What follows belongs to an exercise in optimizing a design on an open flow for small area; a production flow would make more cautious choices.
Where RTL was checked, it was by simulation tests only, not by an equivalence proof against the original.
Function not checked in runs 2 to 7: the RTL went through the layout flow alone.
Power figures rest on the tool's default switching activity, not on a simulated workload.

==> design/flow/design.v <==
module invert (input wire i, output wire o);
   assign o = !i;
endmodule
module and2 (input wire i0, i1, output wire o);
  assign o = i0 & i1;
endmodule
module or2 (input wire i0, i1, output wire o);
  assign o = i0 | i1;
endmodule
module xor2 (input wire i0, i1, output wire o);
  assign o = i0 ^ i1;
endmodule
module nand2 (input wire i0, i1, output wire o);
   wire t;
   and2 and2_0 (i0, i1, t);
   invert invert_0 (t, o);
endmodule
module nor2 (input wire i0, i1, output wire o);
   wire t;
   or2 or2_0 (i0, i1, t);
   invert invert_0 (t, o);
endmodule
module xnor2 (input wire i0, i1, output wire o);
   wire t;
   xor2 xor2_0 (i0, i1, t);
   invert invert_0 (t, o);
endmodule
module and3 (input wire i0, i1, i2, output wire o);
   wire t;
   and2 and2_0 (i0, i1, t);
   and2 and2_1 (i2, t, o);
endmodule
module or3 (input wire i0, i1, i2, output wire o);
   wire t;
   or2 or2_0 (i0, i1, t);
   or2 or2_1 (i2, t, o);
endmodule
module nor3 (input wire i0, i1, i2, output wire o);
   wire t;
   or2 or2_0 (i0, i1, t);
   nor2 nor2_0 (i2, t, o);
endmodule
module nand3 (input wire i0, i1, i2, output wire o);
   wire t;
   and2 and2_0 (i0, i1, t);
   nand2 nand2_1 (i2, t, o);
endmodule
module xor3 (input wire i0, i1, i2, output wire o);
   wire t;
   xor2 xor2_0 (i0, i1, t);
   xor2 xor2_1 (i2, t, o);
endmodule
module xnor3 (input wire i0, i1, i2, output wire o);
   wire t;
   xor2 xor2_0 (i0, i1, t);
   xnor2 xnor2_0 (i2, t, o);
endmodule
module mux2 (input wire i0, i1, j, output wire o);
  assign o = (j==0)?i0:i1;
endmodule
module mux4 (input wire [0:3] i, input wire j1, j0, output wire o);
  wire  t0, t1;
  mux2 mux2_0 (i[0], i[1], j1, t0);
  mux2 mux2_1 (i[2], i[3], j1, t1);
  mux2 mux2_2 (t0, t1, j0, o);
endmodule
module mux8 (input wire [0:7] i, input wire j2, j1, j0, output wire o);
  wire  t0, t1;
  mux4 mux4_0 (i[0:3], j2, j1, t0);
  mux4 mux4_1 (i[4:7], j2, j1, t1);
  mux2 mux2_0 (t0, t1, j0, o);
endmodule
module demux2 (input wire i, j, output wire o0, o1);
  assign o0 = (j==0)?i:1'b0;
  assign o1 = (j==1)?i:1'b0;
endmodule
module demux4 (input wire i, j1, j0, output wire [0:3] o);
  wire  t0, t1;
  demux2 demux2_0 (i, j1, t0, t1);
  demux2 demux2_1 (t0, j0, o[0], o[1]);
  demux2 demux2_2 (t1, j0, o[2], o[3]);
endmodule
module demux8 (input wire i, j2, j1, j0, output wire [0:7] o);
  wire  t0, t1;
  demux2 demux2_0 (i, j2, t0, t1);
  demux4 demux4_0 (t0, j1, j0, o[0:3]);
  demux4 demux4_1 (t1, j1, j0, o[4:7]);
endmodule
module df (input wire clk, in, output wire out);
  reg df_out;
  always@(posedge clk) df_out <= in;
  assign out = df_out;
endmodule
module dfr (input wire clk, reset, in, output wire out);
  wire reset_, df_in;
  invert invert_0 (reset, reset_);
  and2 and2_0 (in, reset_, df_in);
  df df_0 (clk, df_in, out);
endmodule
module dfrl (input wire clk, reset, load, in, output wire out);
  wire _in;
  mux2 mux2_0(out, in, load, _in);
  dfr dfr_1(clk, reset, _in, out);
endmodule
module dfs (input wire clk, set, in, output wire out);
  wire dfr_in,dfr_out;
  invert invert_0(in, dfr_in);
  invert invert_1(dfr_out, out);
  dfr dfr_2(clk, set, dfr_in, dfr_out);
endmodule
module dfsl (input wire clk, set, load, in, output wire out);
  wire _in;
  mux2 mux2_0(out, in, load, _in);
  dfs dfs_1(clk, set, _in, out);
endmodule
module fa (input wire i0, i1, cin, output wire sum, cout);
   wire t0, t1, t2;
   xor3 _i0 (i0, i1, cin, sum);
   and2 _i1 (i0, i1, t0);
   and2 _i2 (i1, cin, t1);
   and2 _i3 (cin, i0, t2);
   or3 _i4 (t0, t1, t2, cout);
endmodule
module addsub (input wire addsub, i0, i1, cin, output wire sumdiff, cout);
  wire t;
  fa _i0 (i0, t, cin, sumdiff, cout);
  xor2 _i1 (i1, addsub, t);
endmodule
module alu_slice (input wire [1:0] op, input wire i0, i1, cin, output wire o, cout);
   wire t_sumdiff, t_and, t_or, t_andor;
   addsub _i0 (op[0], i0, i1, cin, t_sumdiff, cout);
   and2 _i1 (i0, i1, t_and);
   or2 _i2 (i0, i1, t_or);
   mux2 _i3 (t_and, t_or, op[0], t_andor);
   mux2 _i4 (t_sumdiff, t_andor, op[1], o);
endmodule
module alu (input wire [1:0] op, input wire [15:0] i0, i1,
    output wire [15:0] o, output wire cout);
   wire	[14:0] c;
   alu_slice _i0 (op, i0[0], i1[0], op[0] , o[0], c[0]);
   alu_slice _i1 (op, i0[1], i1[1], c[0], o[1], c[1]);
   alu_slice _i2 (op, i0[2], i1[2], c[1], o[2], c[2]);
   alu_slice _i3 (op, i0[3], i1[3], c[2], o[3], c[3]);
   alu_slice _i4 (op, i0[4], i1[4], c[3], o[4], c[4]);
   alu_slice _i5 (op, i0[5], i1[5], c[4], o[5], c[5]);
   alu_slice _i6 (op, i0[6], i1[6], c[5], o[6], c[6]);
   alu_slice _i7 (op, i0[7], i1[7], c[6], o[7], c[7]);
   alu_slice _i8 (op, i0[8], i1[8], c[7], o[8], c[8]);
   alu_slice _i9 (op, i0[9], i1[9], c[8], o[9], c[9]);
   alu_slice _i10 (op, i0[10], i1[10], c[9] , o[10], c[10]);
   alu_slice _i11 (op, i0[11], i1[11], c[10], o[11], c[11]);
   alu_slice _i12 (op, i0[12], i1[12], c[11], o[12], c[12]);
   alu_slice _i13 (op, i0[13], i1[13], c[12], o[13], c[13]);
   alu_slice _i14 (op, i0[14], i1[14], c[13], o[14], c[14]);
   alu_slice _i15 (op, i0[15], i1[15], c[14], o[15], cout);
endmodule
module reg_file (input wire clk, reset, wr, input wire [2:0] rd_addr_a, rd_addr_b, wr_addr, input wire [15:0] d_in, output wire [15:0] d_out_a, d_out_b);
	wire [15:0] t0, t1, t2, t3, t4, t5, t6, t7, reg_op0, reg_op1,  reg_op2,  reg_op3,  reg_op4,  reg_op5,  reg_op6,  reg_op7;
	wire [0:7] wrload;
	STBitDemux8 writer(wr_addr, d_in, t0, t1, t2, t3, t4, t5, t6, t7);
	demux8 load_demux(wr, wr_addr[2], wr_addr[1], wr_addr[0], wrload);
	STBitReg reg_0(clk, reset, wrload[0], d_in, reg_op0);
	STBitReg reg_1(clk, reset, wrload[1], d_in, reg_op1);
	STBitReg reg_2(clk, reset, wrload[2], d_in, reg_op2);
	STBitReg reg_3(clk, reset, wrload[3], d_in, reg_op3);
	STBitReg reg_4(clk, reset, wrload[4], d_in, reg_op4);
	STBitReg reg_5(clk, reset, wrload[5], d_in, reg_op5);
	STBitReg reg_6(clk, reset, wrload[6], d_in, reg_op6);
	STBitReg reg_7(clk, reset, wrload[7], d_in, reg_op7);
	STBitMux8 read_a(rd_addr_a, reg_op0, reg_op1,  reg_op2,  reg_op3,  reg_op4,  reg_op5,  reg_op6,  reg_op7, d_out_a);
	STBitMux8 read_b(rd_addr_b, reg_op0, reg_op1,  reg_op2,  reg_op3,  reg_op4,  reg_op5,  reg_op6,  reg_op7, d_out_b);
endmodule
module reg_alu (input wire clk, reset, sel, wr, input wire [1:0] op, input wire [2:0] rd_addr_a,
		rd_addr_b, wr_addr, input wire [15:0] d_in, output wire [15:0] d_out_a, d_out_b, output wire cout);
	wire [15:0] alu_outp, reg_din;
	wire alu_cout;
	reg_file reg_m(clk, reset, wr, rd_addr_a, rd_addr_b, wr_addr, reg_din, d_out_a, d_out_b);
	STBitMux2 din_mux(d_in, alu_outp, sel, reg_din);
	alu alu_m(op, d_out_a, d_out_b, alu_outp, alu_cout);
	dfr cout_dfr(clk, reset, alu_cout, cout);
endmodule
module STBitReg(input wire clk, rst, load, input wire[15:0] inp, output wire [15:0] outp);
	dfrl dfrl_0( clk, rst, load, inp[0], outp[0] );
	dfrl dfrl_1( clk, rst, load, inp[1], outp[1] );
	dfrl dfrl_2( clk, rst, load, inp[2], outp[2] );
	dfrl dfrl_3( clk, rst, load, inp[3], outp[3] );
	dfrl dfrl_4( clk, rst, load, inp[4], outp[4] );
	dfrl dfrl_5( clk, rst, load, inp[5], outp[5] );
	dfrl dfrl_6( clk, rst, load, inp[6], outp[6] );
	dfrl dfrl_7( clk, rst, load, inp[7], outp[7] );
	dfrl dfrl_8( clk, rst, load, inp[8], outp[8] );
	dfrl dfrl_9( clk, rst, load, inp[9], outp[9] );
	dfrl dfrl_10( clk, rst, load, inp[10], outp[10] );
	dfrl dfrl_11( clk, rst, load, inp[11], outp[11] );
	dfrl dfrl_12( clk, rst, load, inp[12], outp[12] );
	dfrl dfrl_13( clk, rst, load, inp[13], outp[13] );
	dfrl dfrl_14( clk, rst, load, inp[14], outp[14] );
	dfrl dfrl_15( clk, rst, load, inp[15], outp[15] );
endmodule
module STBitDemux8(input wire [2:0] s, input wire [15:0] inp, output [15:0] o0, o1, o2, o3, o4, o5, o6, o7);
	demux8 b_0( inp[0], s[2], s[1], s[0], { o0[0], o1[0], o2[0], o3[0], o4[0], o5[0], o6[0], o7[0] } );
	demux8 b_1( inp[1], s[2], s[1], s[0], { o0[1], o1[1], o2[1], o3[1], o4[1], o5[1], o6[1], o7[1] } );
	demux8 b_2( inp[2], s[2], s[1], s[0], { o0[2], o1[2], o2[2], o3[2], o4[2], o5[2], o6[2], o7[2] } );
	demux8 b_3( inp[3], s[2], s[1], s[0], { o0[3], o1[3], o2[3], o3[3], o4[3], o5[3], o6[3], o7[3] } );
	demux8 b_4( inp[4], s[2], s[1], s[0], { o0[4], o1[4], o2[4], o3[4], o4[4], o5[4], o6[4], o7[4] } );
	demux8 b_5( inp[5], s[2], s[1], s[0], { o0[5], o1[5], o2[5], o3[5], o4[5], o5[5], o6[5], o7[5] } );
	demux8 b_6( inp[6], s[2], s[1], s[0], { o0[6], o1[6], o2[6], o3[6], o4[6], o5[6], o6[6], o7[6] } );
	demux8 b_7( inp[7], s[2], s[1], s[0], { o0[7], o1[7], o2[7], o3[7], o4[7], o5[7], o6[7], o7[7] } );
	demux8 b_8( inp[8], s[2], s[1], s[0], { o0[8], o1[8], o2[8], o3[8], o4[8], o5[8], o6[8], o7[8] } );
	demux8 b_9( inp[9], s[2], s[1], s[0], { o0[9], o1[9], o2[9], o3[9], o4[9], o5[9], o6[9], o7[9] } );
	demux8 b_10( inp[10], s[2], s[1], s[0], { o0[10], o1[10], o2[10], o3[10], o4[10], o5[10], o6[10], o7[10] } );
	demux8 b_11( inp[11], s[2], s[1], s[0], { o0[11], o1[11], o2[11], o3[11], o4[11], o5[11], o6[11], o7[11] } );
	demux8 b_12( inp[12], s[2], s[1], s[0], { o0[12], o1[12], o2[12], o3[12], o4[12], o5[12], o6[12], o7[12] } );
	demux8 b_13( inp[13], s[2], s[1], s[0], { o0[13], o1[13], o2[13], o3[13], o4[13], o5[13], o6[13], o7[13] } );
	demux8 b_14( inp[14], s[2], s[1], s[0], { o0[14], o1[14], o2[14], o3[14], o4[14], o5[14], o6[14], o7[14] } );
	demux8 b_15( inp[15], s[2], s[1], s[0], { o0[15], o1[15], o2[15], o3[15], o4[15], o5[15], o6[15], o7[15] } );
endmodule
module STBitMux8(input wire [2:0] s, input wire [15:0] i0, i1, i2, i3, i4, i5, i6, i7, output wire [15:0] out);
	mux8 b_0( { i0[0], i1[0], i2[0], i3[0], i4[0], i5[0], i6[0], i7[0] }, s[0], s[1], s[2], out[0] );
	mux8 b_1( { i0[1], i1[1], i2[1], i3[1], i4[1], i5[1], i6[1], i7[1] }, s[0], s[1], s[2], out[1] );
	mux8 b_2( { i0[2], i1[2], i2[2], i3[2], i4[2], i5[2], i6[2], i7[2] }, s[0], s[1], s[2], out[2] );
	mux8 b_3( { i0[3], i1[3], i2[3], i3[3], i4[3], i5[3], i6[3], i7[3] }, s[0], s[1], s[2], out[3] );
	mux8 b_4( { i0[4], i1[4], i2[4], i3[4], i4[4], i5[4], i6[4], i7[4] }, s[0], s[1], s[2], out[4] );
	mux8 b_5( { i0[5], i1[5], i2[5], i3[5], i4[5], i5[5], i6[5], i7[5] }, s[0], s[1], s[2], out[5] );
	mux8 b_6( { i0[6], i1[6], i2[6], i3[6], i4[6], i5[6], i6[6], i7[6] }, s[0], s[1], s[2], out[6] );
	mux8 b_7( { i0[7], i1[7], i2[7], i3[7], i4[7], i5[7], i6[7], i7[7] }, s[0], s[1], s[2], out[7] );
	mux8 b_8( { i0[8], i1[8], i2[8], i3[8], i4[8], i5[8], i6[8], i7[8] }, s[0], s[1], s[2], out[8] );
	mux8 b_9( { i0[9], i1[9], i2[9], i3[9], i4[9], i5[9], i6[9], i7[9] }, s[0], s[1], s[2], out[9] );
	mux8 b_10( { i0[10], i1[10], i2[10], i3[10], i4[10], i5[10], i6[10], i7[10] }, s[0], s[1], s[2], out[10] );
	mux8 b_11( { i0[11], i1[11], i2[11], i3[11], i4[11], i5[11], i6[11], i7[11] }, s[0], s[1], s[2], out[11] );
	mux8 b_12( { i0[12], i1[12], i2[12], i3[12], i4[12], i5[12], i6[12], i7[12] }, s[0], s[1], s[2], out[12] );
	mux8 b_13( { i0[13], i1[13], i2[13], i3[13], i4[13], i5[13], i6[13], i7[13] }, s[0], s[1], s[2], out[13] );
	mux8 b_14( { i0[14], i1[14], i2[14], i3[14], i4[14], i5[14], i6[14], i7[14] }, s[0], s[1], s[2], out[14] );
	mux8 b_15( { i0[15], i1[15], i2[15], i3[15], i4[15], i5[15], i6[15], i7[15] }, s[0], s[1], s[2], out[15] );
endmodule
module STBitMux2(input [15:0] i0, i1, input s, output [15:0] o);
    mux2 op_0( i0[0], i1[0], s, o[0] );
    mux2 op_1( i0[1], i1[1], s, o[1] );
    mux2 op_2( i0[2], i1[2], s, o[2] );
    mux2 op_3( i0[3], i1[3], s, o[3] );
    mux2 op_4( i0[4], i1[4], s, o[4] );
    mux2 op_5( i0[5], i1[5], s, o[5] );
    mux2 op_6( i0[6], i1[6], s, o[6] );
    mux2 op_7( i0[7], i1[7], s, o[7] );
    mux2 op_8( i0[8], i1[8], s, o[8] );
    mux2 op_9( i0[9], i1[9], s, o[9] );
    mux2 op_10( i0[10], i1[10], s, o[10] );
    mux2 op_11( i0[11], i1[11], s, o[11] );
    mux2 op_12( i0[12], i1[12], s, o[12] );
    mux2 op_13( i0[13], i1[13], s, o[13] );
    mux2 op_14( i0[14], i1[14], s, o[14] );
    mux2 op_15( i0[15], i1[15], s, o[15] );
endmodule
module isEqual(input wire[2:0] din_a,din_b , output wire o);
    wire [2:0] t;
    xnor2 x[2:0] (din_a, din_b, t);
    and3 an1(t[2], t[1], t[0], o);
endmodule
module inc(input wire[2:0] din, output wire[2:0] dout);
    wire t1, t2, t3;
    fa f1(din[0], 1'b1, 1'b0, dout[0], t1);
    fa f2(din[1], 1'b0, t1, dout[1], t2);
    fa f3(din[2], 1'b0, t2, dout[2], t3);
endmodule
module ThreeBitReg(input wire clk, reset, load, input wire[2:0] inp, output wire [2:0] outp);
	dfrl dfrl_0(clk, reset, load, inp[0], outp[0]);
	dfrl dfrl_1(clk, reset, load, inp[1], outp[1]);
	dfrl dfrl_2(clk, reset, load, inp[2], outp[2]);
endmodule
module cq(input wire clk, reset, wr, rd, input wire[15:0] din, output wire empty, full, output wire[15:0] dout);
    wire [2:0] rd_addr, wr_addr;
    wire [2:0] rd_inc, wr_inc;
    wire [15:0] fakeDout; 
    wire wr_load, rd_load;
    inc i2(wr_addr, wr_inc);
    inc i1(rd_addr, rd_inc);
    isEqual empty0(rd_addr, wr_addr, empty);
    isEqual full0(rd_addr, wr_inc, full);
    and2 rl(rd, !empty, rd_load);
    and2 wl(wr, !full, wr_load);
    ThreeBitReg read_addr (clk, reset, rd_load, rd_inc, rd_addr); 
    ThreeBitReg write_addr (clk, reset, wr_load, wr_inc, wr_addr);
    reg_file rf1 (clk, reset, wr_load, rd_addr[2:0], 3'b000, wr_addr[2:0], din[15:0], dout[15:0], fakeDout[15:0]); 
endmodule
`default_nettype wire
==> design/flow/run.sh <==
#!/bin/bash
# synth_recipe.tcl (not shown) runs the flow's synth.tcl, then flattens the netlist and writes it again
# the make line also repeats each setting of config.mk as NAME=value (left out here)
make -C /OpenROAD-flow-scripts/flow DESIGN_CONFIG=/design/flow/config.mk WORK_HOME=/design/flow/orfs CLKGATE_MAP_FILE= SYNTH_SCRIPT=/design/flow/synth_recipe.tcl finish
==> design/flow/config.mk <==
export PLATFORM = sky130hd
export DESIGN_NAME = cq
export DESIGN_NICKNAME = cq
export VERILOG_FILES = /design/flow/design.v
export SDC_FILE = /design/flow/constraint.sdc
export NUM_CORES = 4
export LEC_CHECK = 0
export CAP_MARGIN = 20
export CORE_MARGIN = 2
export CORE_UTILIZATION = 40
export SLEW_MARGIN = 20
==> design/flow/constraint.sdc <==
create_clock -name core_clock -period 5.0 [get_ports {clk}]
set_input_delay 1.0000 -clock core_clock [delete_from_list [all_inputs] [get_ports {clk}]]
set_output_delay 1.0000 -clock core_clock [all_outputs]
set_load 0.01 [all_outputs]
==> results of run 1 <==
## per-stage QoR
step / cell area (um2) / std cells / power (W) / hold WS [ps] / util, %
after CTS: 7060 / 746 / 0.00332 / 491 / 46.4
after detailed placement: 6510 / 717 / 0.00215 / 476 / 42.8
after global placement: 6510 / 717 / 0.00212 / 467 / 42.8
final: 7060 / 746 / 0.00328 / 488 / 46.4
after floorplan: 6230 / 551 / 0.00194 / 455 / -
after global routing: 7060 / 746 / 0.00343 / 512 / 46.4
## where the power goes
group | total, W | switching, W | internal [W]
Sequential | 0.00125 | 0.0000938 | 0.00115
Combinational | 0.000870 | 0.000450 | 0.000420
Clock | 0.00116 | 0.000412 | 0.000748
Total | 0.00328 | 0.000956 | 0.00232
## per-layer routing
layer | GRT usage (%) | vias up | wire length [um]
li1 | - | 1892 | -
met1 | 21.5 | 1953 | 6120
met2 | 27.8 | 49 | 6450
met3 | 4.41 | 15 | 368
met4 | 6.46 | 0 | 186
met5 | 0 | - | 0
## cells in the final DEF, fill, tap and decap left out, types with 3 or more instances in the layout
master / instances
inv_1: 4
clkinv_2: 3
nor2_1: 134
clkdlybuf4s50_1: 36
buf_4: 13
clkbuf_16: 17
mux2_2: 16
dfxtp_1: 132
mux4_2: 32
a311oi_4: 6
clkbuf_1: 5
mux2i_1: 130
xor2_1: 4
## area by class of cell
| type | instances | area share [%] |
|---|---|---|
| sequential | 134 | 38.0 |
| timing repair buffer | 49 | 6.49 |
| clock buffer | 24 | 6.68 |
| inverter | 4 | 0.213 |
| clock inverter | 5 | 1.06 |
| multi-input combinational | 342 | 44.2 |
| tap | 188 | 3.33 |
## logic make-up (layout without fill, tap and decap cells)
family          after synthesis  in the layout  share of synthesized area (%)
xor+xnor                      9              9                           1.61
fa+ha+maj                     2              2                          0.402
buf+inv                      75             82                           7.11
mux                         178            178                           35.4
flops                       134            134                           43.1
simple gates                141            141                           8.90
compound gates               12             12                           3.54
## cells in the mapped netlist (all sizes together)
| cell type | instances |
|---|---|
| or4b | 1 |
| nor3 | 1 |
| ha | 2 |
| dfxtp | 134 |
| clkbuf | 20 |
| mux4 | 32 |
| mux2 | 16 |
| o31ai | 1 |
| a311oi | 7 |
| or4bb | 1 |
| buf | 51 |
| a31oi | 3 |
| xor2 | 5 |
| nand3 | 2 |
| mux2i | 130 |
| nand3b | 2 |
| xnor3 | 1 |
| o311ai | 1 |
| nor2 | 134 |
| xnor2 | 3 |
| inv | 4 |
## critical path, delay by kind of cell (launching register included)
| kind | cells | cell delay (ps) |
|---|---|---|
| xor+xnor | 1 | 860 |
| simple gates | 1 | 150 |
| flops | 1 | 630 |
| buf+inv | 2 | 630 |
| fa+ha+maj | 1 | 360 |
## worst max-delay path by stage
stage / to / cells past startpoint / startpoint / slack [ps]
finish: full / 5 / write_addr.dfrl_1.dfr_1.df_0.df_out / 960
global route: full / 5 / write_addr.dfrl_1.dfr_1.df_0.df_out / 820
CTS: full / 5 / write_addr.dfrl_1.dfr_1.df_0.df_out / 930
detailed placement: full / 5 / write_addr.dfrl_1.dfr_1.df_0.df_out / 1380
global placement: full / 5 / read_addr.dfrl_1.dfr_1.df_0.df_out / 1450
floorplan: dout[11] / 6 / read_addr.dfrl_0.dfr_1.df_0.df_out / 1890
==> flow_summary.yaml, run 1 <==
clocking:
  cts_buffers: 17
  clkSinkCount: 134
  root_buffer: "clkbuf_16"
  clkLatencyLatePin_ps: 410
  cts_tree: "yes"
  clkTransAtPathRegs_ps: 50
  cts_hold_buf: 0
  h-tree-depth: 4
  cts.path.max_buffers: 2
  cts_resized: 0
  cts_setup_buffers: 0
die:
  rows: 45
  start_util_pct: 41.0
  io_pins: 38
  die_area_mm2: 0.0166
  core_area_mm2: 0.0152
  die_x_um: 129
  die_y_um: 129
place:
  gp_congestion: 0.723
  dp_slack_ps: 1380
  dpl.hpwl_um: 7850
  io_buffers: 37
timing:
  worst_pin_slew_ps: 1110
  period_needed_ps: 4040
  relSlewSlack_pct: 25.7
  rsz0062_at_grt: "false"
  finalCritPeriodShare_pct: 80.8
  drv_slew: 0
  final.setup.worst_slack_ps: 961
  finalSetupViolations: 0
  finClkSkew_ps: 8.19
  max_freq_mhz: 248
  hold_viol_final: 0
  fin_tns_setup_ps: 0
synthesis:
  synth_top_area_share_pct: 43.1
  synth_area_mm2: 0.00623
  synthTopCellsByArea: "dfxtp_1 43%, mux2i_1 21%, mux4_2 12%"
  synth_warnings: 1
  synth_seq_area_share_pct: 43.1
  ys_ff_latch: 134
  synthCells: 551
  syn_nets: 573
  syn_area_per_cell_um2: 11.3
  yosysUniqueCellTypes: 29
  synth.largest_area_cell: "dfxtp_1"
global_routing:
  grt_usage_pct: 16.9
  grt_antenna_before_repair: 0
  grt_start_max_net_pins: 95
  grt_overflow: 0
  grt_pass1_vias: 4016
  grt_pass1_wl_um: 21300
route:
  wl_um: 13100
  drt_iter0_drc: 177
  avgRoutedWirePerCell_um: 17.6
  drc: 0
  antenna_left: 0
  first_pass_iters: 4
  vias: 3909
  drt-vias-per-instance: 5.24
setup_path:
  crit_path_end_kind: "output pin"
  r2r-start: "read_addr.dfrl_1.dfr_1.df_0.df_out"
  rr_worst_depth: 6
  path_class: "reg2out"
  slowest_delay_ps: 860
  cp_max_fo: 11
  crit_required_ps: 4000
  path_cells: "ha_1 > xnor2_2 > nand3_1 > inv_1 > clkdlybuf4s50_1"
  worst_setup_path_start_kind: "flop"
  timing.rr.end: "rf1.reg_4.dfrl_6.dfr_1.df_0.df_out"
  crit_slowest_cell: "xnor2_2"
  crit_arrival_ps: 3040
  rrSetupSlack_ps: 1670
status:
  outcome: "finished clean"
layout:
  layout.nets: 570
  multi_input_area_mm2: 0.00312
  num-fill-cells: 1378
  drive_gt1_share_pct: 17.6
  regArea_mm2: 0.00269
  area_growth_pct: 13.4
  diodes: 0
power:
  p_leak_nw: 2.39
  p_per_area_mw_per_mm2: 464
  peakVddDrop_uv: 270
hold_path:
  hold_depth: 2
  whs_endpoint: "rf1.reg_1.dfrl_6.dfr_1.df_0.df_out"
  min-delay-start: "rf1.reg_1.dfrl_6.dfr_1.df_0.df_out"
  hold_class: "reg2reg"
flow_run:
  drv_cap: 0
==> run 2: changes to the inputs <==
--- a/design/flow/design.v
+++ b/design/flow/design.v
@@ -251,35 +251,40 @@
     mux2 op_14( i0[14], i1[14], s, o[14] );
     mux2 op_15( i0[15], i1[15], s, o[15] );
 endmodule
-module isEqual(input wire[2:0] din_a,din_b , output wire o);
-    wire [2:0] t;
-    xnor2 x[2:0] (din_a, din_b, t);
-    and3 an1(t[2], t[1], t[0], o);
-endmodule
-module inc(input wire[2:0] din, output wire[2:0] dout);
-    wire t1, t2, t3;
-    fa f1(din[0], 1'b1, 1'b0, dout[0], t1);
-    fa f2(din[1], 1'b0, t1, dout[1], t2);
-    fa f3(din[2], 1'b0, t2, dout[2], t3);
-endmodule
-module ThreeBitReg(input wire clk, reset, load, input wire[2:0] inp, output wire [2:0] outp);
-	dfrl dfrl_0(clk, reset, load, inp[0], outp[0]);
-	dfrl dfrl_1(clk, reset, load, inp[1], outp[1]);
-	dfrl dfrl_2(clk, reset, load, inp[2], outp[2]);
-endmodule
 module cq(input wire clk, reset, wr, rd, input wire[15:0] din, output wire empty, full, output wire[15:0] dout);
-    wire [2:0] rd_addr, wr_addr;
-    wire [2:0] rd_inc, wr_inc;
-    wire [15:0] fakeDout; 
-    wire wr_load, rd_load;
-    inc i2(wr_addr, wr_inc);
-    inc i1(rd_addr, rd_inc);
-    isEqual empty0(rd_addr, wr_addr, empty);
-    isEqual full0(rd_addr, wr_inc, full);
-    and2 rl(rd, !empty, rd_load);
-    and2 wl(wr, !full, wr_load);
-    ThreeBitReg read_addr (clk, reset, rd_load, rd_inc, rd_addr); 
-    ThreeBitReg write_addr (clk, reset, wr_load, wr_inc, wr_addr);
-    reg_file rf1 (clk, reset, wr_load, rd_addr[2:0], 3'b000, wr_addr[2:0], din[15:0], dout[15:0], fakeDout[15:0]); 
-endmodule
-`default_nettype wire
+    reg [2:0] cnt;
+    reg [15:0] e0, e1, e2, e3, e4, e5, e6;
+    assign empty = (cnt == 3'd0);
+    assign full  = (cnt == 3'd7);
+    wire push = wr & ~full;
+    wire pop  = rd & ~empty;
+    always @(posedge clk) begin
+        if (reset)
+            cnt <= 3'd0;
+        else if (push & ~pop)
+            cnt <= cnt + 3'd1;
+        else if (pop & ~push)
+            cnt <= cnt - 3'd1;
+    end
+    always @(posedge clk) begin
+        if (push) begin
+            e0 <= din;
+            e1 <= e0;
+            e2 <= e1;
+            e3 <= e2;
+            e4 <= e3;
+            e5 <= e4;
+            e6 <= e5;
+        end
+    end
+    wire s1 = (cnt == 3'd1);
+    wire s2 = (cnt == 3'd2);
+    wire s3 = (cnt == 3'd3);
+    wire s4 = (cnt == 3'd4);
+    wire s5 = (cnt == 3'd5);
+    wire s6 = (cnt == 3'd6);
+    wire s7 = (cnt == 3'd7);
+    assign dout = ({16{s1}} & e0) | ({16{s2}} & e1) | ({16{s3}} & e2) |
+                  ({16{s4}} & e3) | ({16{s5}} & e4) | ({16{s6}} & e5) |
+                  ({16{s7}} & e6);
+endmodule
--- a/design/flow/config.mk
+++ b/design/flow/config.mk
@@ -7,5 +7,7 @@
 export LEC_CHECK = 0
 export CAP_MARGIN = 20
 export CORE_MARGIN = 2
-export CORE_UTILIZATION = 40
+export CORE_UTILIZATION = 80
+export CTS_BUF_LIST = sky130_fd_sc_hd__clkbuf_8
+export CTS_CLUSTER_SIZE = 30
 export SLEW_MARGIN = 20
==> run 2 against run 1 <==
  * The flow now stops in clock tree synthesis
  * Area after synthesis is 30% lower
  * Synthesized cell count is 57% lower
==> flow_summary.yaml, run 2 <==
status:
  outcome: "did not finish"
  lastStage: "clock tree synthesis"
  tool.error: "[ERROR DPL-0038] Utilization greater than 100%, impossible to legalize"
place:
  dpl.hpwl_um: 5790
  place_inst: 337
  gp_congestion: 0.774
  io_buffers: 37
synthesis:
  synth_edf_count: 112
  synth_ff_type: "edfxtp_1"
  synth_seq_area_share_pct: 78.4
  async_reset_ff_share_pct: 0
  synth_area_mm2: 0.00437
  synth.largest_area_cell: "edfxtp_1"
  synthCells: 238
  synth_most_common_cell: "edfxtp_1"
  synth_top_area_share_pct: 77.0
  synth_warnings: 1
  yosysUniqueCellTypes: 34
  ys_top_cells_by_count: "112 x edfxtp_1, 10 x a222oi_1, 10 x nand2_1"
  syn_area_per_cell_um2: 18.3
  synthTopCellsByArea: "edfxtp_1 77%, a222oi_1 2.3%, ha_1 2.3%"
  ys_ff_latch: 115
  syn_nets: 266
die:
  start_util_pct: 84.4
  rows: 26
  die_y_um: 77.9
  io_pins: 38
  die_x_um: 77.9
clocking:
  cts.path.max_buffers: 2
  root_buffer: "clkbuf_8"
  cts_buffers: 17
  h-tree-depth: 4
  clkSinkCount: 115
[run 2: changes by cell type after synthesis, moves of 9 or more]
| cell | before | now |
|---|---|---|
| edfxtp_1 | 0 | 112 |
| a222oi_1 | 0 | 10 |
| dfxtp_1 | 134 | 3 |
| buf_4 | 18 | 3 |
| nor2_1 | 134 | 4 |
| mux4_2 | 32 | 0 |
| mux2_2 | 16 | 5 |
| nand2_1 | 0 | 10 |
| clkbuf_1 | 19 | 2 |
| buf_2 | 20 | 4 |
| a21oi_1 | 0 | 9 |
| mux2i_1 | 130 | 1 |
[run 2: logic make-up after synthesis]
| logic type | synth area share [%] |
|---|---|
| compound gates | 11.6 |
| xor+xnor | 0.401 |
| fa+ha+maj | 2.29 |
| buf+inv | 2.44 |
| flops | 78.4 |
| mux | 2.21 |
| simple gates | 2.64 |
[run 2: power groups by stage]
stage	combinational, W	sequential [W]	clock [W]
after floorplan	0.000490	0.00120	0
after global placement	0.000759	0.00122	0
after detailed placement	0.000807	0.00123	0
[run 2: worst max-delay path by stage]
stage	from	to	cells past startpoint
after detailed placement	cnt[0]	dout[12]	7
after global placement	cnt[1]	dout[11]	6
after floorplan	cnt[0]	cnt[2]	9
[run 2: through the flow]
step / total power, W / instance area [um2] / util (%) / setup WS (ps)
floorplan: 0.00169 / 4370 / - / 1150
global placement: 0.00198 / 4770 / 92.3 / 1660
detailed placement: 0.00203 / 4770 / 92.3 / 1380
==> run 3: changes to the inputs <==
--- a/design/flow/config.mk
+++ b/design/flow/config.mk
@@ -7,7 +7,7 @@
 export LEC_CHECK = 0
 export CAP_MARGIN = 20
 export CORE_MARGIN = 2
-export CORE_UTILIZATION = 80
-export CTS_BUF_LIST = sky130_fd_sc_hd__clkbuf_8
-export CTS_CLUSTER_SIZE = 30
+export CORE_UTILIZATION = 70
+export CTS_BUF_LIST = sky130_fd_sc_hd__clkbuf_4
+export CTS_CLUSTER_SIZE = 20
 export SLEW_MARGIN = 20
==> run 3 against run 2 <==
  * Now clean on timing, DRC and antenna
  * Area after synthesis unchanged
  * Synthesized cell count unchanged
==> flow_summary.yaml, run 3 <==
status:
  outcome: "finished clean"
setup_path:
  rr_worst_depth: 7
  r2r-start: "cnt[2]"
  path_class: "reg2out"
  timing.rr.end: "cnt[2]"
  crit_required_ps: 4000
  path_cells: "inv_2 > ha_1 > a22oi_1 > o211ai_1 > a221o_1 > clkdlybuf4s50_1"
  rrSetupSlack_ps: 1610
  worst_setup_path_start_kind: "flop"
  crit_path_end_kind: "output pin"
  crit_arrival_ps: 3400
  crit_slowest_cell: "dfxtp_1"
  cp_max_fo: 20
  cp_num_buf_inv: 2
  crit_family: "flip-flops"
  slowest_delay_ps: 900
synthesis:
  ys_top_cells_by_count: "112 x edfxtp_1, 10 x a222oi_1, 10 x nand2_1"
  synth_edf_count: 112
  synthCells: 238
  yosysUniqueCellTypes: 34
  syn_area_per_cell_um2: 18.3
  syn_nets: 266
  synth_area_mm2: 0.00437
  ys_ff_latch: 115
  synthTopCellsByArea: "edfxtp_1 77%, a222oi_1 2.3%, ha_1 2.3%"
  synth_warnings: 1
  synth_most_common_cell: "edfxtp_1"
  synth.largest_area_cell: "edfxtp_1"
  synth_ff_type: "edfxtp_1"
  synth_seq_area_share_pct: 78.4
  async_reset_ff_share_pct: 0
  synth_top_area_share_pct: 77.0
timing:
  rsz0062_at_grt: "false"
  period_needed_ps: 4400
  drv_slew: 0
  max_freq_mhz: 227
  finalCritPeriodShare_pct: 88.1
  relSlewSlack_pct: 38.6
  finClkSkew_ps: 17.5
  fin_tns_setup_ps: 0
  hold_viol_final: 0
  worst_pin_slew_ps: 922
  finalSetupViolations: 0
clocking:
  root_buffer: "clkbuf_4"
  cts_setup_buffers: 0
  clkSinkCount: 115
  cts_hold_buf: 0
  clkLatencyLatePin_ps: 510
  clkTransAtPathRegs_ps: 110
  h-tree-depth: 4
  cts_buffers: 17
  cts_tree: "yes"
  cts_resized: 0
  cts.path.max_buffers: 2
layout:
  num-fill-cells: 277
  area_growth_pct: 16.5
  diodes: 0
  regArea_mm2: 0.00342
  multi_input_area_um2: 843
  drive_gt1_share_pct: 13.8
  final_cells: 373
  final_cell_mix: "112 x edfxtp_1, 37 x clkdlybuf4s50_1, 18 x clkbuf_4, 10 x a222oi_1, 10 x nand2_1"
  layout_commonest_cell: "edfxtp_1"
  layout.nets: 313
hold_path:
  min-delay-start: "e2[0]"
  hold_class: "reg2reg"
  whs_endpoint: "e3[0]"
  hold_depth: 0
global_routing:
  grt.busiest_layer: "met2"
  gr-usage-met2_pct: 39.4
  grt_overflow: 0
  grt_usage_pct: 26.6
  grt_pass1_vias: 2471
  grt_antenna_before_repair: 0
  grt_pass1_wl_um: 13400
  met3_usage_pct: 9.94
  gr-usage-met1_pct: 36.4
  grt_start_max_net_pins: 114
route:
  vias: 2483
  drt-vias-per-instance: 6.66
  first_pass_iters: 7
  drt_iter0_drc: 328
  drc: 0
  avgRoutedWirePerCell_um: 22.7
  antenna_left: 0
  wl_um: 8480
die:
  die_x_um: 83.0
  core_area_mm2: 0.00599
  rows: 28
  die_y_um: 83.0
  io_pins: 38
  start_util_pct: 72.9
  die_area_mm2: 0.00688
power:
  p_per_area_mw_per_mm2: 537
  p_leak_nw: 1.73
  peakVddDrop_uv: 398
place:
  place_inst: 341
  io_buffers: 37
  gp_congestion: 0.785
  dpl.hpwl_um: 4760
flow_run:
  drv_cap: 0
## run 3: cell counts after synthesis
No cell type changed its count.
## run 3: final cells by class
| cell class | count | share of cell area (%) |
|---|---|---|
| inverter | 3 | 0.221 |
| clock buffer | 18 | 2.66 |
| multi-input combinational | 107 | 16.6 |
| timing repair buffer | 41 | 8.12 |
| sequential | 115 | 67.3 |
| tap | 75 | 1.84 |
| clock inverter | 14 | 3.30 |
## run 3: worst max path at each step
stage                     startpoint  endpoint  slack, ps  cells past startpoint
after floorplan               cnt[0]    cnt[2]       1150                      9
after global placement        cnt[2]   dout[6]       1300                      6
after detailed placement      cnt[2]   dout[6]       1240                      6
after CTS                     cnt[2]   dout[6]        580                      6
after global routing          cnt[2]   dout[6]        420                      6
final                         cnt[2]   dout[6]        600                      6
## run 3: stage by stage
stage          utilization, %  area, um2  hold WS [ps]  setup WS [ps]  power, W
6_report                 84.9       5090           438            596   0.00273
3_5_place_dp             79.9       4780           434           1240   0.00201
3_3_place_gp             79.9       4780           424           1300   0.00199
4_1_cts                  84.9       5090           445            576   0.00274
2_1_floorplan               -       4370           420           1150   0.00169
5_1_grt                  84.9       5090           458            424   0.00286
## run 3: kinds of logic after synthesis
| kind of cell | share of synthesized area (%) |
|---|---|
| adders and majority gates | 2.29 |
| DFF | 78.4 |
| AOI/OAI and AO/OA | 11.6 |
| buffers and inverters | 2.44 |
| and+or+nand+nor | 2.64 |
| muxes | 2.21 |
| xor gates and xnor gates | 0.401 |
## run 3: metal layers
layer | share of wire (%) | up-vias
li1 | - | 1090
met1 | 40 | 1221
met2 | 49 | 155
met3 | 9.2 | 17
met4 | 1.9 | 0
met5 | 0 | -
## run 3: power breakdown
part	switching [W]	internal, W	total (W)	leakage (nW)
clock	0.000334	0.000391	0.000725	0.157
combinational	0.000391	0.000392	0.000783	0.456
sequential	0.0000724	0.00115	0.00122	1.12
total	0.000798	0.00193	0.00273	1.73
==> run 4: changes to the inputs <==
--- a/design/flow/design.v
+++ b/design/flow/design.v
@@ -252,39 +252,21 @@
     mux2 op_15( i0[15], i1[15], s, o[15] );
 endmodule
 module cq(input wire clk, reset, wr, rd, input wire[15:0] din, output wire empty, full, output wire[15:0] dout);
-    reg [2:0] cnt;
+    reg [7:0] p;    
     reg [15:0] e0, e1, e2, e3, e4, e5, e6;
-    assign empty = (cnt == 3'd0);
-    assign full  = (cnt == 3'd7);
+    assign empty = p[0];
+    assign full  = p[7];
     wire push = wr & ~full;
     wire pop  = rd & ~empty;
     always @(posedge clk) begin
-        if (reset)
-            cnt <= 3'd0;
-        else if (push & ~pop)
-            cnt <= cnt + 3'd1;
-        else if (pop & ~push)
-            cnt <= cnt - 3'd1;
+        if (reset) p <= 8'd1;
+        else if (push & ~pop) p <= {p[6:0], 1'b0};
+        else if (pop & ~push) p <= {1'b0, p[7:1]};
     end
-    always @(posedge clk) begin
-        if (push) begin
-            e0 <= din;
-            e1 <= e0;
-            e2 <= e1;
-            e3 <= e2;
-            e4 <= e3;
-            e5 <= e4;
-            e6 <= e5;
-        end
+    always @(posedge clk) if (push) begin
+        e0 <= din; e1 <= e0; e2 <= e1; e3 <= e2; e4 <= e3; e5 <= e4; e6 <= e5;
     end
-    wire s1 = (cnt == 3'd1);
-    wire s2 = (cnt == 3'd2);
-    wire s3 = (cnt == 3'd3);
-    wire s4 = (cnt == 3'd4);
-    wire s5 = (cnt == 3'd5);
-    wire s6 = (cnt == 3'd6);
-    wire s7 = (cnt == 3'd7);
-    assign dout = ({16{s1}} & e0) | ({16{s2}} & e1) | ({16{s3}} & e2) |
-                  ({16{s4}} & e3) | ({16{s5}} & e4) | ({16{s6}} & e5) |
-                  ({16{s7}} & e6);
-endmodule
+    assign dout = ({16{p[1]}} & e0) | ({16{p[2]}} & e1) | ({16{p[3]}} & e2) |
+                  ({16{p[4]}} & e3) | ({16{p[5]}} & e4) | ({16{p[6]}} & e5) |
+                  ({16{p[7]}} & e6);
+endmodule
--- a/design/flow/config.mk
+++ b/design/flow/config.mk
@@ -7,7 +7,7 @@
 export LEC_CHECK = 0
 export CAP_MARGIN = 20
 export CORE_MARGIN = 2
-export CORE_UTILIZATION = 70
-export CTS_BUF_LIST = sky130_fd_sc_hd__clkbuf_4
-export CTS_CLUSTER_SIZE = 20
+export CORE_UTILIZATION = 60
+export CTS_BUF_LIST = sky130_fd_sc_hd__clkbuf_8
+export CTS_CLUSTER_SIZE = 30
 export SLEW_MARGIN = 20
==> run 4 against run 3 <==
  * Hold slack better by 13 ps
  * Clock power up 26%
  * Combinational power fell by about 70%
  * Final cell count is 1.3% higher
  * Fmax is 35% higher
  * Global-route usage down 5.3 points
  * Sequential share of layout area rose by 1.2 points
  * First-iteration DRC count decreased by 5.8%
  * Synthesized cell count shrank 3.8%
  * Routed wire length shrank 8.2%
  * Die area rose by 15%
  * Setup slack improved by 1100 ps
  * Critical endpoint is now dout[13]
  * Largest cell class unchanged
==> flow_summary.yaml, run 4 <==
timing:
  max_freq_mhz: 305
  fin_tns_setup_ps: 0
  rsz0062_at_grt: "false"
  finalCritPeriodShare_pct: 65.5
  drv_slew: 0
  finClkSkew_ps: 7.31
  hold_viol_final: 0
  period_needed_ps: 3270
  finalSetupViolations: 0
  relSlewSlack_pct: 36.3
  worst_pin_slew_ps: 955
power:
  p_leak_nw: 1.74
  p_per_area_mw_per_mm2: 467
  peakVddDrop_uv: 382
synthesis:
  syn_nets: 250
  synth.largest_area_cell: "edfxtp_1"
  ys_ff_latch: 120
  synth_seq_area_share_pct: 81.4
  async_reset_ff_share_pct: 0
  synth_ff_type: "edfxtp_1"
  synth_top_area_share_pct: 77.7
  synth_most_common_cell: "edfxtp_1"
  yosysUniqueCellTypes: 22
  synth_area_mm2: 0.00433
  synthCells: 229
  synth_edf_count: 112
  syn_area_per_cell_um2: 18.9
  synthTopCellsByArea: "edfxtp_1 78%, a22oi_1 5.6%, a222oi_1 3.7%"
  ys_top_cells_by_count: "112 x edfxtp_1, 32 x a22oi_1, 16 x a222oi_1, 16 x nand3_1, 9 x buf_2"
  synth_warnings: 1
layout:
  final_cells: 378
  area_growth_pct: 19.0
  final_area_mm2: 0.00515
  layout.nets: 290
  layout_commonest_cell: "edfxtp_1"
  final_core_util_pct: 74.9
  final_cell_mix: "112 x edfxtp_1, 37 x clkdlybuf4s50_1, 32 x a22oi_1, 17 x clkbuf_8"
  diodes: 0
  drive_gt1_share_pct: 10.6
clocking:
  clkLatencyLatePin_ps: 410
  cts_resized: 0
  clkTransAtPathRegs_ps: 70
  h-tree-depth: 4
  cts_tree: "yes"
  cts_buffers: 17
  cts_setup_buffers: 0
  root_buffer: "clkbuf_8"
  clkSinkCount: 120
  cts.path.max_buffers: 2
  cts_hold_buf: 0
flow_run:
  drv_cap: 0
route:
  antenna_left: 0
  first_pass_iters: 6
  avgRoutedWirePerCell_um: 20.6
  vias: 2331
  drt-vias-per-instance: 6.17
  wl_um: 7780
  drt_iter0_drc: 309
  drc: 0
setup_path:
  path_class: "reg2out"
  crit_required_ps: 4000
  cp_max_fo: 19
  worst_setup_path_start_kind: "flop"
  crit_arrival_ps: 2270
  crit_path_end_kind: "output pin"
  rrSetupSlack_ps: 2590
die:
  die_x_um: 88.9
  rows: 30
  io_pins: 38
  core_area_mm2: 0.00687
  die_area_mm2: 0.00791
  die_y_um: 88.9
  start_util_pct: 63.0
place:
  gp_congestion: 0.751
  dpl.hpwl_um: 3930
  place_area_mm2: 0.00473
  io_buffers: 37
  place_inst: 346
global_routing:
  met3_usage_pct: 6.65
  grt_antenna_before_repair: 0
  grt_overflow: 0
  gr-usage-met2_pct: 32.3
  grt_pass1_vias: 2283
  grt_usage_pct: 21.3
  gr-usage-met1_pct: 30.0
  grt_pass1_wl_um: 12000
  grt.busiest_layer: "met2"
  grt_start_max_net_pins: 114
hold_path:
  hold_class: "reg2reg"
status:
  outcome: "finished clean"
[run 4: final cells by class]
cell class | count | area (um2)
Tap cell | 96 | 120
Inverter | 1 | 3.75
Sequential cell | 120 | 3520
Multi-Input combinational cell | 91 | 689
Clock inverter | 15 | 186
Clock buffer | 17 | 234
Fill cell | 418 | 1720
Timing Repair Buffer | 38 | 390
[run 4: cell families after synthesis]
group / share of synthesized area, %
buffers and inverters: 2.80
adders and majority gates: 0.289
AOI/OAI and AO/OA: 10.6
DFF: 81.4
muxes: 1.39
and+or+nand+nor: 3.44
[run 4: stage by stage]
stage	total power, W	hold slack (ps)	setup WS (ps)
after floorplan	0.00139	426	1290
after global routing	0.00249	458	1580
after detailed placement	0.00151	435	1830
final	0.00240	452	1730
after CTS	0.00242	451	1690
after global placement	0.00151	431	1940
[run 4: final timing paths]
check                   to  startpoint  cells past startpoint
hold / removal      e2[14]      e1[14]                      0
setup / recovery  dout[13]        p[2]                      3
setup reg to reg      p[6]        p[7]                      5
hold reg to reg     e2[14]      e1[14]                      0
[run 4: where the power goes]
| part | switching [W] | internal [W] | leakage [nW] |
|---|---|---|---|
| combinational | 0.0000991 | 0.000134 | 0.364 |
| sequential | 0.0000799 | 0.00118 | 1.16 |
| clock | 0.000375 | 0.000536 | 0.213 |
[run 4: metal layers]
layer  part of all wire (%)  routed length (um)  vias up
met4                   0.95                  74        0
met5                      0                   0        -
li1                       -                   -     1047
met1                     43                3370     1178
met2                     49                3790      101
met3                    7.1                 550        5
[run 4: critical path: stages, from the launching register on]
cell and delay, ps:
dfxtp_1 920, a222oi_1 240, nand3_1 150, clkdlybuf4s50_1 550
==> run 5: changes to the inputs <==
==> design/flow/flow/run.sh (new file) <==
#!/bin/bash
# Standard ORFS layout, with the port buffers made as sky130_fd_sc_hd__buf_1.
set -euo pipefail
bash standard.sh synth > synth.log 2>&1
BUFFER_PORTS_ARGS="-buffer_cell sky130_fd_sc_hd__buf_1" bash standard.sh > layout.log 2>&1
==> design/flow/standard.sh (new file) <==
#!/bin/bash
# synth_recipe.tcl (not shown) runs the flow's synth.tcl, then flattens the netlist and writes it again
# the make line also repeats each setting of config.mk as NAME=value (left out here)
make -C /OpenROAD-flow-scripts/flow DESIGN_CONFIG=/design/flow/config.mk WORK_HOME=/design/flow/orfs CLKGATE_MAP_FILE= SYNTH_SCRIPT=/design/flow/synth_recipe.tcl "${@:-finish}"
--- a/design/flow/config.mk
+++ b/design/flow/config.mk
@@ -7,7 +7,7 @@
 export LEC_CHECK = 0
 export CAP_MARGIN = 20
 export CORE_MARGIN = 2
-export CORE_UTILIZATION = 60
-export CTS_BUF_LIST = sky130_fd_sc_hd__clkbuf_8
-export CTS_CLUSTER_SIZE = 30
+export CORE_UTILIZATION = 70
+export CTS_BUF_LIST = sky130_fd_sc_hd__clkbuf_4
+export CTS_CLUSTER_SIZE = 20
 export SLEW_MARGIN = 20
removed: design/flow/run.sh
==> run 5 against run 4 <==
  * Final area shrank 7.9%
  * Register-to-register slack lost 380 ps
  * Flip-flop and latch count is the same
  * Fmax grew 9.0%
  * Hold slack lost 1.6 ps
  * Largest power group unchanged
  * Highest routed layer unchanged
  * Global-route usage grew 4.4 points
==> flow_summary.yaml, run 5 <==
synthesis:
  synth_most_common_cell: "edfxtp_1"
  async_reset_ff_share_pct: 0
  synth_ff_type: "edfxtp_1"
  synth_edf_count: 112
  syn_nets: 250
  synth_seq_area_share_pct: 81.4
  synth.largest_area_cell: "edfxtp_1"
  synthTopCellsByArea: "edfxtp_1 78%, a22oi_1 5.6%, a222oi_1 3.7%"
  yosysUniqueCellTypes: 22
  synthCells: 229
  synth_area_mm2: 0.00433
  ys_ff_latch: 120
  ys_top_cells_by_count: "112 x edfxtp_1, 32 x a22oi_1, 16 x a222oi_1, 16 x nand3_1, 9 x buf_2"
  synth_warnings: 1
  syn_area_per_cell_um2: 18.9
  synth_top_area_share_pct: 77.7
timing:
  hold_viol_final: 0
  period_needed_ps: 3000
  fin_tns_setup_ps: 0
  drv_slew: 0
  max_freq_mhz: 333
  finalCritPeriodShare_pct: 60.1
  finClkSkew_ps: 17.6
  whs_ps: 450
  worst_pin_slew_ps: 1020
  rsz0062_at_grt: "false"
  relSlewSlack_pct: 31.8
  finalSetupViolations: 0
place:
  io_buffers: 37
  place_area_mm2: 0.00446
  dpl.hpwl_um: 4750
  gp_congestion: 0.797
clocking:
  clkTransAtPathRegs_ps: 100
  clkSinkCount: 120
  cts_tree: "yes"
  cts_buffers: 17
  h-tree-depth: 4
  root_buffer: "clkbuf_4"
  cts_resized: 0
  cts.path.max_buffers: 2
  clkLatencyLatePin_ps: 490
  cts_setup_buffers: 0
  cts_hold_buf: 0
route:
  drt_iter0_drc: 275
  antenna_left: 0
  avgRoutedWirePerCell_um: 23.0
  vias: 2377
  first_pass_iters: 5
  drt-vias-per-instance: 6.66
  wl_um: 8210
  drc: 0
setup_path:
  cp-startpoint: "p[2]"
  r2r-start: "p[7]"
  cp_max_fo: 19
  crit_required_ps: 4000
  rrSetupSlack_ps: 2210
  crit_slowest_cell: "dfxtp_1"
  rr_worst_depth: 4
  crit_arrival_ps: 2000
  worst_setup_path_start_kind: "flop"
  slowest_delay_ps: 940
  timing.rr.end: "p[6]"
  crit_path_end_kind: "output pin"
  path_cells: "a22oi_1 > nand3_1 > buf_1"
  path_class: "reg2out"
global_routing:
  grt_pass1_wl_um: 12000
  grt_overflow: 0
  grt_antenna_before_repair: 0
  grt_start_max_net_pins: 40
  grt_pass1_vias: 2287
  grt_usage_pct: 25.7
hold_path:
  min-delay-start: "e1[8]"
  hold_depth: 0
  hold_class: "reg2reg"
  whs_endpoint: "e2[8]"
layout:
  final_core_util_pct: 79.6
  diodes: 0
  drive_gt1_share_pct: 10.3
  area_growth_pct: 9.57
  layout_commonest_cell: "edfxtp_1"
  final_cell_mix: "112 x edfxtp_1, 37 x buf_1, 32 x a22oi_1, 19 x clkbuf_4"
  final_area_mm2: 0.00474
  layout.nets: 291
die:
  io_pins: 38
  die_x_um: 82.6
  die_y_um: 82.6
  core_area_mm2: 0.00596
  rows: 28
  start_util_pct: 72.6
  die_area_mm2: 0.00683
power:
  peakVddDrop_uv: 353
  p_per_area_mw_per_mm2: 446
  p_leak_nw: 1.57
status:
  outcome: "finished clean"
flow_run:
  drv_cap: 0
==> run 5: cell counts after synthesis <==
No cell type changed its count.
==> run 5: cells by family (layout without fill, tap and decap cells) <==
logic type / Yosys count / in the layout / share of synthesized area [%]
compound gates: 57 / 57 / 10.6
fa+ha+maj: 1 / 1 / 0.289
buf+inv: 18 / 71 / 2.80
flops: 120 / 120 / 81.4
mux: 6 / 6 / 1.39
simple gates: 27 / 27 / 3.44
==> run 5: per-layer routing <==
metal,GRT usage [%],vias up,wire length (um)
li1,-,1050,-
met1,34.6,1155,3250
met2,38.8,157,4050
met3,8.26,15,765
met4,11.6,0,143
met5,0,-,0
==> run 5: critical path, delay by kind of cell (launching register included) <==
| family | cells | cell delay, ps |
|---|---|---|
| flip-flops | 1 | 940 |
| AO/OA/AOI/OAI | 1 | 230 |
| AND/OR/NAND/NOR | 1 | 170 |
| buffers and inverters | 1 | 160 |
==> run 5: power by group <==
group / total, W / switching (W) / internal, W / leakage [nW]
registers: 0.00126 / 0.0000832 / 0.00118 / 1.16
logic: 0.000177 / 0.000102 / 0.0000750 / 0.265
clock network: 0.000673 / 0.000328 / 0.000345 / 0.146
total: 0.00211 / 0.000513 / 0.00160 / 1.57
==> run 5: how the worst max path moves through the flow <==
stage                     to  cells after the start
finish               dout[7]                      3
floorplan               p[5]                      5
global placement        p[6]                      5
detailed placement      p[6]                      5
global route        dout[14]                      3
CTS                  dout[7]                      3
==> run 5: through the flow <==
step                instances  setup WS, ps  total power, W
CTS                       357          1980         0.00212
detailed placement        326          1850         0.00146
floorplan                 229          1290         0.00139
finish                    357          2000         0.00211
global route              357          1880         0.00219
global placement          326          2230         0.00144
==> run 5: layout make-up <==
type / count / area (um2)
flip-flops and latches: 120 / 3520
well taps: 75 / 93.8
clock inverters: 12 / 134
fillers: 309 / 1210
inverters: 1 / 3.75
clock buffers: 19 / 143
multi-input cells: 91 / 689
repair buffers: 39 / 154
==> run 6: changes to the inputs <==
==> design/flow/flow/run.sh (replaced) <==
#!/bin/bash
# Standard ORFS layout, with the port buffers made as sky130_fd_sc_hd__buf_1
# and a clock tree without dummy loads.
set -euo pipefail
bash standard.sh synth > synth.log 2>&1
export BUFFER_PORTS_ARGS="-buffer_cell sky130_fd_sc_hd__buf_1"
export CTS_ARGS="-sink_clustering_enable -repair_clock_nets -dont_use_dummy_load -buf_list sky130_fd_sc_hd__clkbuf_8 -sink_clustering_size 30"
bash standard.sh > layout.log 2>&1
==> run 6 against run 5 <==
  * Hold slack got worse by 5.3 ps
  * Utilization decreased by 0.71 points
  * Highest routed layer unchanged
  * Register-to-register slack got worse by 70 ps
  * Still clean
  * Clock power decreased by 12%
  * Sequential power about the same
  * Clock-buffer cell count decreased by 2
==> flow_summary.yaml, run 6 <==
status:
  outcome: "finished clean"
synthesis:
  synth_edf_count: 112
  synthCells: 229
  ys_ff_latch: 120
  synth_seq_area_share_pct: 81.4
  async_reset_ff_share_pct: 0
  synth_area_mm2: 0.00433
  synth.largest_area_cell: "edfxtp_1"
  synth_top_area_share_pct: 77.7
  synth_warnings: 1
  yosysUniqueCellTypes: 22
  synthTopCellsByArea: "edfxtp_1 78%, a22oi_1 5.6%, a222oi_1 3.7%"
  syn_area_per_cell_um2: 18.9
  ys_top_cells_by_count: "112 x edfxtp_1, 32 x a22oi_1, 16 x a222oi_1, 16 x nand3_1, 9 x buf_2"
  syn_nets: 250
  synth_ff_type: "edfxtp_1"
  synth_most_common_cell: "edfxtp_1"
global_routing:
  grt_antenna_before_repair: 0
  grt_pass1_vias: 2303
  grt_overflow: 0
  grt_start_max_net_pins: 40
  grt_usage_pct: 26.0
  grt_pass1_wl_um: 12100
setup_path:
  crit_family: "flip-flops"
  rr_worst_depth: 4
  critical_path.endpoint: "dout[4]"
  timing.rr.end: "p[6]"
  worst_setup_path_start_kind: "flop"
  r2r-start: "p[7]"
  crit_required_ps: 4000
  crit_path_end_kind: "output pin"
  crit_cells: 3
  rrSetupSlack_ps: 2140
  path_cells: "a222oi_1 > nand3_1 > buf_1"
  cp-startpoint: "p[7]"
  path_class: "reg2out"
  cp_num_buf_inv: 1
  crit_arrival_ps: 1940
  slowest_delay_ps: 1000
  cp_max_fo: 20
  crit_slowest_cell: "dfxtp_1"
clocking:
  cts_buffers: 17
  clkSinkCount: 120
  cts_tree: "yes"
  cts.path.max_buffers: 2
  cts_hold_buf: 0
  h-tree-depth: 4
  clkLatencyLatePin_ps: 420
  clkTransAtPathRegs_ps: 60
  cts_resized: 0
  cts_setup_buffers: 0
  root_buffer: "clkbuf_8"
timing:
  finalSetupViolations: 0
  max_freq_mhz: 340
  finClkSkew_ps: 17.6
  drv_slew: 0
  rsz0062_at_grt: "false"
  period_needed_ps: 2940
  whs_ps: 445
  finalCritPeriodShare_pct: 58.8
  relSlewSlack_pct: 30.9
  worst_pin_slew_ps: 1030
  hold_viol_final: 0
  fin_tns_setup_ps: 0
route:
  wl_um: 8260
  vias: 2374
  avgRoutedWirePerCell_um: 24.1
  antenna_left: 0
  drc: 0
  drt-vias-per-instance: 6.92
  drt_iter0_drc: 319
  first_pass_iters: 5
place:
  dpl.hpwl_um: 4750
  gp_congestion: 0.797
  io_buffers: 37
die:
  rows: 28
  die_y_um: 82.6
  die_x_um: 82.6
  core_area_mm2: 0.00596
  io_pins: 38
  die_area_mm2: 0.00683
  start_util_pct: 72.6
power:
  peakVddDrop_uv: 291
  p_per_area_mw_per_mm2: 433
  p_leak_nw: 1.55
  power_w: 0.00204
layout:
  final_core_util_pct: 78.9
  final_cell_mix: "112 x edfxtp_1, 37 x buf_1, 32 x a22oi_1, 17 x clkbuf_8"
  drive_gt1_share_pct: 7.46
  layout_commonest_cell: "edfxtp_1"
  diodes: 0
  layout.nets: 291
  area_growth_pct: 8.59
flow_run:
  drv_cap: 0
hold_path:
  hold_class: "reg2reg"
==> run 6: stage by stage <==
stage	cell area, um2	instances	worst slack, ps
floorplan	4330	229	1290
global placement	4460	326	2230
detailed placement	4460	326	1850
CTS	4700	343	2070
global route	4700	343	2000
finish	4700	343	2060
==> run 6: area by class of cell <==
class	instances	area, um2
multi-input combinational	91	689
inverter	1	3.75
tap	75	93.8
fill	307	1260
timing repair buffer	39	154
sequential	120	3520
clock buffer	17	234
==> run 6: logic make-up after synthesis <==
logic type,share of synthesized area (%)
multiplexers,1.39
buffers and inverters,2.80
AND/OR/NAND/NOR,3.44
adder cells (fa/ha/maj),0.289
AO/OA/AOI/OAI,10.6
flip-flops,81.4
==> run 6: how the worst min path moves through the flow <==
stage / startpoint / endpoint / slack [ps] / cells after the start
final: e3[8] / e4[8] / 440 / 0
after global routing: e1[8] / e2[8] / 440 / 0
after CTS: e1[8] / e2[8] / 440 / 0
after detailed placement: e1[3] / e2[3] / 440 / 0
after global placement: e2[0] / e3[0] / 430 / 0
after floorplan: e5[0] / e6[0] / 430 / 0
==> run 6: power by group <==
| part | switching (W) | internal, W | total, W |
|---|---|---|---|
| Clock | 0.000296 | 0.000297 | 0.000594 |
| Sequential | 0.0000830 | 0.00118 | 0.00127 |
| Combinational | 0.000102 | 0.0000750 | 0.000177 |
==> run 6: routing by layer <==
layer	vias to the layer above	track usage, %	wire, um
met2	150	39.3	4100
met1	1178	34.4	3350
met3	16	9.67	669
met4	0	11.5	145
met5	-	0	0
li1	1030	-	-
==> run 7: changes to the inputs <==
==> design/flow/flow/run.sh (replaced) <==
#!/bin/bash
# Standard ORFS layout, with the port buffers made as sky130_fd_sc_hd__buf_1
# and a clock tree without dummy loads.
set -euo pipefail
bash standard.sh synth > synth.log 2>&1
export BUFFER_PORTS_ARGS="-buffer_cell sky130_fd_sc_hd__buf_1"
export CTS_ARGS="-sink_clustering_enable -repair_clock_nets -dont_use_dummy_load -buf_list sky130_fd_sc_hd__clkbuf_16 -sink_clustering_size 60 -sink_clustering_max_diameter 300"
bash standard.sh > layout.log 2>&1
==> run 7 against run 6 <==
  * Still clean
  * First-iteration DRC count decreased by 14%
  * Power increased by 17%
  * Flip-flop and latch count unchanged
  * Routed wire length is 3.2% higher
  * Non-clock buffer count did not move
  * Clock-buffer cell count stayed put
  * Die area did not move
  * Global-route usage increased by 0.91 points
  * Critical path depth did not move
  * Sequential power barely moved
  * Critical path type unchanged
  * Largest power group unchanged
==> flow_summary.yaml, run 7 <==
power:
  p_per_area_mw_per_mm2: 487
  peakVddDrop_uv: 436
  p_leak_nw: 1.63
synthesis:
  synth_area_mm2: 0.00433
  synthCells: 229
  synth_seq_area_share_pct: 81.4
  synth_most_common_cell: "edfxtp_1"
  synth_edf_count: 112
  async_reset_ff_share_pct: 0
  synth_warnings: 1
  syn_area_per_cell_um2: 18.9
  synth_ff_type: "edfxtp_1"
  syn_nets: 250
  synthTopCellsByArea: "edfxtp_1 78%, a22oi_1 5.6%, a222oi_1 3.7%"
  ys_top_cells_by_count: "112 x edfxtp_1, 32 x a22oi_1, 16 x a222oi_1, 16 x nand3_1, 9 x buf_2"
  ys_ff_latch: 120
  synth_top_area_share_pct: 77.7
  synth.largest_area_cell: "edfxtp_1"
  yosysUniqueCellTypes: 22
hold_path:
  hold_depth: 0
  hold_class: "reg2reg"
  min-delay-start: "e1[8]"
clocking:
  cts_setup_buffers: 0
  cts_tree: "yes"
  clkSinkCount: 120
  cts_buffers: 17
  cts_resized: 0
  h-tree-depth: 4
  clkLatencyLatePin_ps: 400
  cts_hold_buf: 0
  clkTransAtPathRegs_ps: 50
  cts.path.max_buffers: 2
  root_buffer: "clkbuf_16"
layout:
  diodes: 0
  final_cell_mix: "112 x edfxtp_1, 37 x buf_1, 32 x a22oi_1, 17 x clkbuf_16"
  area_growth_pct: 13.0
  drive_gt1_share_pct: 7.46
  layout_commonest_cell: "edfxtp_1"
  final_area_mm2: 0.00489
  layout.nets: 291
die:
  die_y_um: 82.6
  io_pins: 38
  die_area_mm2: 0.00683
  rows: 28
  core_area_mm2: 0.00596
  die_x_um: 82.6
  start_util_pct: 72.6
global_routing:
  grt_start_max_net_pins: 40
  grt_pass1_vias: 2402
  grt_antenna_before_repair: 0
  grt_pass1_wl_um: 12400
  grt_overflow: 0
  grt_usage_pct: 26.9
route:
  vias: 2433
  drt-vias-per-instance: 7.09
  drt_iter0_drc: 275
  wl_um: 8530
  first_pass_iters: 5
  avgRoutedWirePerCell_um: 24.9
  drc: 0
  antenna_left: 0
place:
  place_area_mm2: 0.00446
  gp_congestion: 0.797
  io_buffers: 37
  dpl.hpwl_um: 4750
timing:
  drv_slew: 0
  finalSetupViolations: 0
  finClkSkew_ps: 16.2
  hold_viol_final: 0
  worst_pin_slew_ps: 1040
  max_freq_mhz: 340
  relSlewSlack_pct: 30.4
  fin_tns_setup_ps: 0
  period_needed_ps: 2940
  rsz0062_at_grt: "false"
  finalCritPeriodShare_pct: 58.9
setup_path:
  slowest_delay_ps: 1010
  r2r-start: "p[7]"
  crit_path_end_kind: "output pin"
  worst_setup_path_start_kind: "flop"
  path_class: "reg2out"
  crit_slowest_cell: "dfxtp_1"
  cp-startpoint: "p[7]"
  rr_worst_depth: 4
  cp_max_fo: 20
  crit_arrival_ps: 1940
  path_cells: "a222oi_1 > nand3_1 > buf_1"
  crit_required_ps: 4000
flow_run:
  drv_cap: 0
status:
  outcome: "finished clean"
-- run 7: cell counts after synthesis --
No cell type changed its count.
-- run 7: critical path, delay by kind of cell, from the launching register on --
kind,cells,cell delay [ps]
AOI/OAI and AO/OA,1,190
and+or+nand+nor,1,170
buffers and inverters,1,170
DFF,1,1010
-- run 7: final cells by class --
class / count / area, um2
multi-input cells: 91 / 689
flip-flops and latches: 120 / 3520
well taps: 75 / 93.8
repair buffers: 39 / 154
fillers: 279 / 1070
clock buffers: 17 / 425
inverters: 1 / 3.75
-- run 7: logic make-up (layout without fill, tap and decap cells) --
family | after synthesis | after routing | share of synthesized area (%)
adder cells (fa/ha/maj) | 1 | 1 | 0.289
multiplexers | 6 | 6 | 1.39
AO/OA/AOI/OAI | 57 | 57 | 10.6
AND/OR/NAND/NOR | 27 | 27 | 3.44
flip-flops | 120 | 120 | 81.4
buffers and inverters | 18 | 57 | 2.80
-- run 7: layer usage --
| layer | vias up | global-route usage [%] | wire (um) |
|---|---|---|---|
| met5 | - | 0 | 0 |
| met4 | 0 | 13.4 | 112 |
| met3 | 12 | 10.3 | 846 |
| met2 | 176 | 39.8 | 4170 |
| met1 | 1214 | 35.5 | 3400 |
| li1 | 1031 | - | - |
-- run 7: where the power goes --
group          internal (W)  switching [W]  leakage (nW)  total (W)
Combinational     0.0000750       0.000104         0.265   0.000179
Clock              0.000584       0.000349         0.209   0.000933
Sequential          0.00119      0.0000832          1.16    0.00127
-- run 7: stage by stage --
step | util (%) | hold WS [ps] | std cells | power, W | setup slack, ps
global route | 82.1 | 442 | 343 | 0.00246 | 2020
CTS | 82.1 | 438 | 343 | 0.00239 | 2100
floorplan | - | 426 | 229 | 0.00139 | 1290
detailed placement | 75.0 | 439 | 326 | 0.00146 | 1850
global placement | 75.0 | 430 | 326 | 0.00144 | 2230
finish | 82.1 | 436 | 343 | 0.00238 | 2060
-- run 7: path summary, 6_finish.rpt --
check / end / slack (ps)
hold reg to reg: e2[8] / 440
setup / recovery: dout[4] / 2060
setup reg to reg: p[6] / 2120
hold / removal: e2[8] / 440

[re-timing with driven ports]
Ports are ideal in the flow. The routed layouts listed here were re-timed in OpenROAD. Step 1, drivers: a clkbuf_16 drives clk and a buf_2 each remaining input, both assumed. Step 2, shift: input delay + t, output delay - t, t = (earliest + latest rising clock arrival at the registers) / 2. This alone moves slack from input paths to output paths. Three values: ideal, step 1, step 2; two values: the first two.
| run | shift t [ns] | setup WS [ns] | clock arrival spread, ns | slew at the worst register clock pin (ns) | worst slew at a driven data input, ns |
|---|---|---|---|---|---|
| run 1 | 0.445 | 0.961 / 0.922 / 1.367 | 0.009 / 0.008 | 0.06 / 0.06 | 0.04 |
| run 3 | 0.533 | 0.596 / 0.567 / 1.100 | 0.018 / 0.018 | 0.11 / 0.11 | 0.04 |
| run 4 | 0.438 | 1.726 / 1.694 / 1.818 | 0.007 / 0.007 | 0.07 / 0.07 | 0.03 |
| run 5 | 0.512 | 1.996 / 1.968 / 1.894 | 0.021 / 0.021 | 0.11 / 0.11 | 0.03 |
| run 6 | 0.442 | 2.061 / 2.027 / 1.844 | 0.017 / 0.018 | 0.06 / 0.06 | 0.03 |
| run 7 | 0.426 | 2.056 / 2.022 / 1.818 | 0.018 / 0.018 | 0.05 / 0.05 | 0.03 |
After both steps every run listed still meets setup and hold. For run 7, which loses most, drivers alone change the setup slack by -0.034 ns; drivers and shift together by -0.238 ns.
